From an optimization exercise on the open Yosys and OpenROAD flow, aimed at small area and a short achievable clock period; shortcuts taken in it are not production practice.
At most, simulation tests tie the RTL to the original design; equivalence was not proved.

==> module fp_mult, before the edit <==
module fp_mult (
  input  logic [15:0] iA,
  input  logic [15:0] iB,
  input  logic        hA,      
  input  logic        hB,      
  output logic        oS,
  output logic [4:0]  oE,
  output logic [9:0]  oM,
  output logic        oR
);
  logic [4:0] eA, eB;
  assign eA = iA[14:10];
  assign eB = iB[14:10];
  logic [10:0] mA, mB;
  assign mA = {hA, iA[9:0]};
  assign mB = {hB, iB[9:0]};
  logic zero, res_nan, infA, infB;
  assign infA = &eA;
  assign infB = &eB;
  assign zero = ~|iB[14:0] | ~hA;
  assign res_nan = (~|iB[14:0] & infA) | (infA & |iA[9:0]) | (infB & |iB[9:0]);
  logic [21:0] P;
  mul11 u_m (.a({1'b1, iA[9:0]}), .b(mB), .p(P));
  logic [3:0] lzs;
  always_comb begin
    lzs = 4'd11;
    for (int i = 0; i < 10; i++)
      if (iB[i]) lzs = 4'(10 - i);
    if (hB) lzs = 4'd0;
  end
  logic [3:0] tzA, tzB;
  always_comb begin
    tzA = 4'd11;
    for (int i = 10; i >= 0; i--)
      if (mA[i]) tzA = 4'(i);
    tzB = 4'd11;
    for (int i = 10; i >= 0; i--)
      if (mB[i]) tzB = 4'(i);
  end
  logic [5:0] X;
  assign X = {1'b0, eA[4:1], eA[0] | ~hA} + {1'b0, eB[4:1], eB[0] | ~hB};
  logic [6:0] D;
  assign D = {1'b0, X} - {3'b0, lzs};
  logic lim;      
  assign lim = D[6] | (D < 7'd15);
  logic [4:0] u;
  assign u = lim ? 5'(6'd25 - X) : 5'(4'd10 - lzs);
  logic [31:0] pext, q;
  assign pext = {P, 10'd0};
  assign q = pext >> u;
  logic n;
  assign n = ~q[21] & ~D[6] & (D > 7'd15);
  logic [11:0] w;
  assign w = n ? q[20:9] : q[21:10];
  logic [4:0] tz;
  assign tz = tzA + tzB;
  logic S;
  assign S = n ? (tz + 5'd1 < u) : (tz < u);
  logic rnd;
  assign rnd = w[0] & (w[1] | S);
  logic subn, infinite;
  assign subn = lim | (~q[21] & (D == 7'd15));
  assign infinite = (~D[6] & (q[21] ? (D > 7'd44) : (D > 7'd45))) | infA | infB;
  logic [4:0] E;
  assign E = subn ? 5'd0 : (q[21] ? 5'(D - 7'd14) : 5'(D - 7'd15));
  always_comb begin
    if (res_nan) begin
      oS = 1'b1; oE = 5'h1f; oM = 10'h200; oR = 1'b0;
    end else if (infinite) begin
      oS = iA[15] ^ iB[15]; oE = 5'h1f; oM = 10'd0; oR = 1'b0;
    end else if (zero) begin
      oS = iA[15] ^ iB[15]; oE = 5'd0; oM = 10'd0; oR = 1'b0;
    end else begin
      oS = iA[15] ^ iB[15]; oE = E; oM = w[10:1]; oR = rnd;
    end
  end
endmodule
Settings: LEC_CHECK=0, ABC_AREA=1, CAP_MARGIN=20, CORE_MARGIN=2, CORE_UTILIZATION=40, PLACE_DENSITY=0.6, SLEW_MARGIN=20; clock period 23.0 ns.
standard.sh (not shown) runs the stock make flow with config.mk's settings and CLKGATE_MAP_FILE= SYNTH_SCRIPT=/design/flow/synth_recipe.tcl, a recipe that flattens the netlist after the stock synthesis.
==> flow/flow/run.sh <==
#!/bin/bash
# Standard layout with two changes:
#  - timing repair aims for a setup slack of 15.5 ns, so that the achieved
#    clock period is short;
#  - the port buffers are the smallest buffer, buf_1 (repair may upsize them).
set -euo pipefail
export SETUP_SLACK_MARGIN=15.5
export BUFFER_PORTS_ARGS="-buffer_cell sky130_fd_sc_hd__buf_1"
bash standard.sh > standard_flow.log 2>&1
The first run ran to the end with no violations.
==> next run, changes <==
--- a/flow/design.v
+++ b/flow/design.v
@@ -101,10 +101,10 @@
   logic zero, res_nan, infA, infB;
   assign infA = &eA;
   assign infB = &eB;
-  assign zero = ~|iB[14:0] | ~hA;
-  assign res_nan = (~|iB[14:0] & infA) | (infA & |iA[9:0]) | (infB & |iB[9:0]);
+  assign zero = ~|iA[14:0] | ~|iB[14:0];
+  assign res_nan = (~|iA[14:0] & infB) | (~|iB[14:0] & infA) | (infA & |iA[9:0]) | (infB & |iB[9:0]);
   logic [21:0] P;
-  mul11 u_m (.a({1'b1, iA[9:0]}), .b(mB), .p(P));
+  mul11 u_m (.a(mA), .b(mB), .p(P));
   logic [3:0] lzs;
   always_comb begin
     lzs = 4'd11;
Effect: Clock-buffer cell count does not change; critical path depth drops by 26; design area climbs slightly; non-clock buffer count is unchanged; die area increases slightly; via count stays flat; setup slack got worse by 0.11 ns; wire length rose slightly.

========
run R:
fp16_alu, a different RTL version from the one above (not shown whole).
Size in the first run: roughly 51 I/O pins.
==> flow/design.v (excerpt) <==
module fp16_alu (
  input  wire        clk,
  input  wire [1:0]  op,
  input  wire [15:0] a,
  input  wire [15:0] b,
  output wire [15:0] z
);
  wire [15:0] b_in = (op == 2'd3) ? {~b[15], b[14:0]} : b;
  wire [15:0] l_in, s_in;
  wire eq_in, maxl_in, hl_in, hs_in;
  wire [4:0] rsv_in;
  flpcomp u_ord (.iA(a), .iB(b_in), .oL(l_in), .oS(s_in), .oEq(eq_in), .oRsv(rsv_in), .oMaxL(maxl_in),
                 .oHL(hl_in), .oHS(hs_in));
  reg [1:0]  op_q;
  reg [15:0] l_q, s_q;
  reg        eq_q, maxl_q, hl_q, hs_q;
  reg [4:0]  rsv_q;
  reg        zs_q, r_q;
  reg [14:0] em_q;
  wire as, ar, ms, mr;
  wire [4:0] ae, me;
  wire [9:0] am, mm;
  wire [15:0] max_z = maxl_q ? l_q : s_q;
  wire [10:0] m_s = {hs_q, s_q[9:0]};
  reg [3:0] lz_s, tz_s;
  always @* begin
    lz_s = 4'd11;
    for (int i = 0; i < 11; i++)
      if (m_s[i]) lz_s = 4'(10 - i);
    tz_s = 4'd11;
    for (int i = 10; i >= 0; i--)
      if (m_s[i]) tz_s = 4'(i);
  end
  fp_add  u_add (.iL(l_q), .iS(s_q), .hL(hl_q), .hS(hs_q), .eq(eq_q), .rsv(rsv_q),
                 .tzS(tz_s), .lzS(lz_s), .oS(as), .oE(ae), .oM(am), .oR(ar));
  fp_mult u_mul (.iA(l_q), .iB(s_q), .hA(hl_q), .hB(hs_q), .lzs(lz_s), .tzB(tz_s),
                 .oS(ms), .oE(me), .oM(mm), .oR(mr));
  always @(posedge clk) begin
    op_q   <= op;
    l_q    <= l_in;
    s_q    <= s_in;
    eq_q   <= eq_in;
    maxl_q <= maxl_in;
    hl_q   <= hl_in;
    hs_q   <= hs_in;
    rsv_q  <= rsv_in;
    case (op_q)
      2'd1: begin
        zs_q <= ms; em_q <= {me, mm}; r_q <= mr;
  ...
==> flow/config.mk <==
export PLATFORM = sky130hd
export DESIGN_NAME = fp16_alu
export DESIGN_NICKNAME = fp16_alu
export VERILOG_FILES = /design/flow/design.v
export SDC_FILE = /design/flow/constraint.sdc
export NUM_CORES = 4
export LEC_CHECK = 0
export ABC_AREA = 1
export CAP_MARGIN = 20
export CORE_MARGIN = 2
export CORE_UTILIZATION = 40
export PLACE_DENSITY = 0.6
export SLEW_MARGIN = 20
==> flow/constraint.sdc <==
create_clock -name core_clock -period 23.0 [get_ports {clk}]
set_input_delay 4.6000 -clock core_clock [delete_from_list [all_inputs] [get_ports {clk}]]
set_output_delay 4.6000 -clock core_clock [all_outputs]
set_load 0.01 [all_outputs]
Scripts as last shown in full above: flow/flow/run.sh
Relative to run R, the following input files were edited for run K:
-- flow/design.v --
<<< run R, line 7
  input  logic        eq,      
  input  logic [4:0]  rsv,     
  input  logic [3:0]  tzS,     
  input  logic [3:0]  lzS,     
  output logic        oS,
  output logic [4:0]  oE,
>>> run K, line 7
  input  logic        eq,      
  input  logic [4:0]  rsv,     
  output logic        oS,
  output logic [4:0]  oE,
<<< run R, line 27
  assign infL = &eL;
  assign infS = &eS;
  assign res_nan = (infL & infS & (sL ^ sS)) | (infL & |iL[9:0]) | (infS & |iS[9:0]);
  assign pos_inf = (infL & ~sL) | (infS & ~sS);
  assign infinite = infL | infS;
  logic far;
  assign far = rsv > 5'd12;
  logic [21:0] sh;
  assign sh = {mS, 11'b0} >> rsv[3:0];
  logic S1;
  assign S1 = (rsv == 5'd12) ? |mS[9:1] : ({1'b0, tzS} + 5'd3 <= rsv);
  logic [13:0] x1;
  assign x1 = {sh[21:9], S1};
  logic X1s, X2s, eff_sub;
  assign X1s = sS & (lzS != 4'd11) & ({1'b0, lzS} + rsv <= 5'd13);
  assign X2s = sL & |mL;
  assign eff_sub = X1s ^ X2s;
>>> run K, line 25
  assign infL = &eL;
  assign infS = &eS;
  assign res_nan = (infS & (sL ^ sS)) | (infL & |iL[9:0]);
  assign pos_inf = (infL & ~sL) | (infS & ~sS);
  assign infinite = infL;
  logic far;
  assign far = rsv > 5'd12;
  logic [21:0] sh;
  assign sh = {mS, 11'b0} >> rsv[3:0];
  logic [13:0] x1;
  assign x1 = {sh[21:9], |sh[8:0]};
  logic X1s, X2s, eff_sub;
  assign X1s = sS & |sh[21:8];
  assign X2s = sL & |mL;
  assign eff_sub = X1s ^ X2s;
<<< run R, line 95
  output logic [4:0]  oE,
  output logic [9:0]  oM,
  input  logic [3:0]  lzs,     
  input  logic [3:0]  tzB,     
  output logic        oR
);
>>> run K, line 91
  output logic [4:0]  oE,
  output logic [9:0]  oM,
  output logic        oR
);
<<< run R, line 108
  assign infA = &eA;
  assign infB = &eB;
  assign zero = ~|iA[14:0] | ~|iB[14:0];
  assign res_nan = (~|iA[14:0] & infB) | (~|iB[14:0] & infA) | (infA & |iA[9:0]) | (infB & |iB[9:0]);
  logic [21:0] P;
  mul11 u_m (.a(mA), .b(mB), .p(P));
  logic [3:0] tzA;
  always_comb begin
    tzA = 4'd11;
    for (int i = 10; i >= 0; i--)
      if (mA[i]) tzA = 4'(i);
  end
  logic [5:0] X;
>>> run K, line 102
  assign infA = &eA;
  assign infB = &eB;
  assign zero = ~|iB[14:0] | ~hA;
  assign res_nan = infA & (~|iB[14:0] | |iA[9:0]);
  logic [21:0] P;
  mul11 u_m (.a({1'b1, iA[9:0]}), .b(mB), .p(P));
  logic [3:0] lzs;
  always_comb begin
    lzs = 4'd11;
    for (int i = 0; i < 10; i++)
      if (iB[i]) lzs = 4'(10 - i);
    if (hB) lzs = 4'd0;
  end
  logic [3:0] tzA, tzB;
  always_comb begin
    tzA = 4'd11;
    for (int i = 10; i >= 0; i--)
      if (mA[i]) tzA = 4'(i);
    tzB = 4'd11;
    for (int i = 10; i >= 0; i--)
      if (mB[i]) tzB = 4'(i);
  end
  logic [5:0] X;
<<< run R, line 141
  logic subn, infinite;
  assign subn = lim | (~q[21] & (D == 7'd15));
  assign infinite = (~D[6] & (q[21] ? (D > 7'd44) : (D > 7'd45))) | infA | infB;
  logic [4:0] E;
  assign E = subn ? 5'd0 : (q[21] ? 5'(D - 7'd14) : 5'(D - 7'd15));
>>> run K, line 145
  logic subn, infinite;
  assign subn = lim | (~q[21] & (D == 7'd15));
  assign infinite = (~D[6] & (q[21] ? (D > 7'd44) : (D > 7'd45))) | infA;
  logic [4:0] E;
  assign E = subn ? 5'd0 : (q[21] ? 5'(D - 7'd14) : 5'(D - 7'd15));
<<< run R, line 620
  wire [9:0] am, mm;
  wire [15:0] max_z = maxl_q ? l_q : s_q;
  wire [10:0] m_s = {hs_q, s_q[9:0]};
  reg [3:0] lz_s, tz_s;
  always @* begin
    lz_s = 4'd11;
    for (int i = 0; i < 11; i++)
      if (m_s[i]) lz_s = 4'(10 - i);
    tz_s = 4'd11;
    for (int i = 10; i >= 0; i--)
      if (m_s[i]) tz_s = 4'(i);
  end
  fp_add  u_add (.iL(l_q), .iS(s_q), .hL(hl_q), .hS(hs_q), .eq(eq_q), .rsv(rsv_q),
                 .tzS(tz_s), .lzS(lz_s), .oS(as), .oE(ae), .oM(am), .oR(ar));
  fp_mult u_mul (.iA(l_q), .iB(s_q), .hA(hl_q), .hB(hs_q), .lzs(lz_s), .tzB(tz_s),
                 .oS(ms), .oE(me), .oM(mm), .oR(mr));
  always @(posedge clk) begin
    op_q   <= op;
>>> run K, line 624
  wire [9:0] am, mm;
  wire [15:0] max_z = maxl_q ? l_q : s_q;
  fp_add  u_add (.iL(l_q), .iS(s_q), .hL(hl_q), .hS(hs_q), .eq(eq_q), .rsv(rsv_q), .oS(as), .oE(ae), .oM(am), .oR(ar));
  fp_mult u_mul (.iA(l_q), .iB(s_q), .hA(hl_q), .hB(hs_q), .oS(ms), .oE(me), .oM(mm), .oR(mr));
  always @(posedge clk) begin
    op_q   <= op;
Results
Looking at post-CTS resize count, run K sits 53% lower than run R does. Between run K and run R, the sequential share of layout area is higher for run K. Cmp run K and run R / design area / higher: run R. A worst-path cell with the longest stage delay of sky130_fd_sc_hd__clkinv_1 is what run K shows, while sky130_fd_sc_hd__fa_1 belongs to run R. Row layout multi-input combinational cell count: run K lower / run R higher. Run K reports a lower measured slew at the worst slew-check pin than run R does. The number of cells after detailed placement in run K sits 59 below the value recorded for run R. Run K does better than run R on worst hold margin.
No functional check of the RTL was part of any run of this note.

==> static timing again, ports no longer ideal <==
The flow's constraints put no driver on any port. The routed layouts listed below were extracted and timed again, unchanged, in two steps. Step 1 assumes that a clkbuf_16 drives the clock port and a buf_2 every other input. Step 2 adds t to the input delays and takes it off the output delays; t is the mean of the earliest and latest rising clock arrival at the registers after step 1. Input paths then give back, and output paths get back, about the clock's delay inside the block. a / b / c = no drivers / after step 1 / after step 2; a / b = the first two.
| run | shift t [ns] | slack for setup (ns) | worst setup path after step 2 |
|---|---|---|---|
| the first run of note 1 | 0.380 | 15.913 / 15.913 / 15.607 | input to register |
| the second run of note 1 | 0.387 | 15.801 / 15.828 / 15.441 | input to register |
| run R | 0.393 | 15.810 / 15.810 / 15.564 | input to register |
| run K | 0.382 | 15.816 / 15.836 / 15.454 | input to register |
After both steps every run listed still meets setup and hold. The setup slack of run K, which loses most, moves by +0.020 ns with the drivers and by -0.362 ns with both steps.
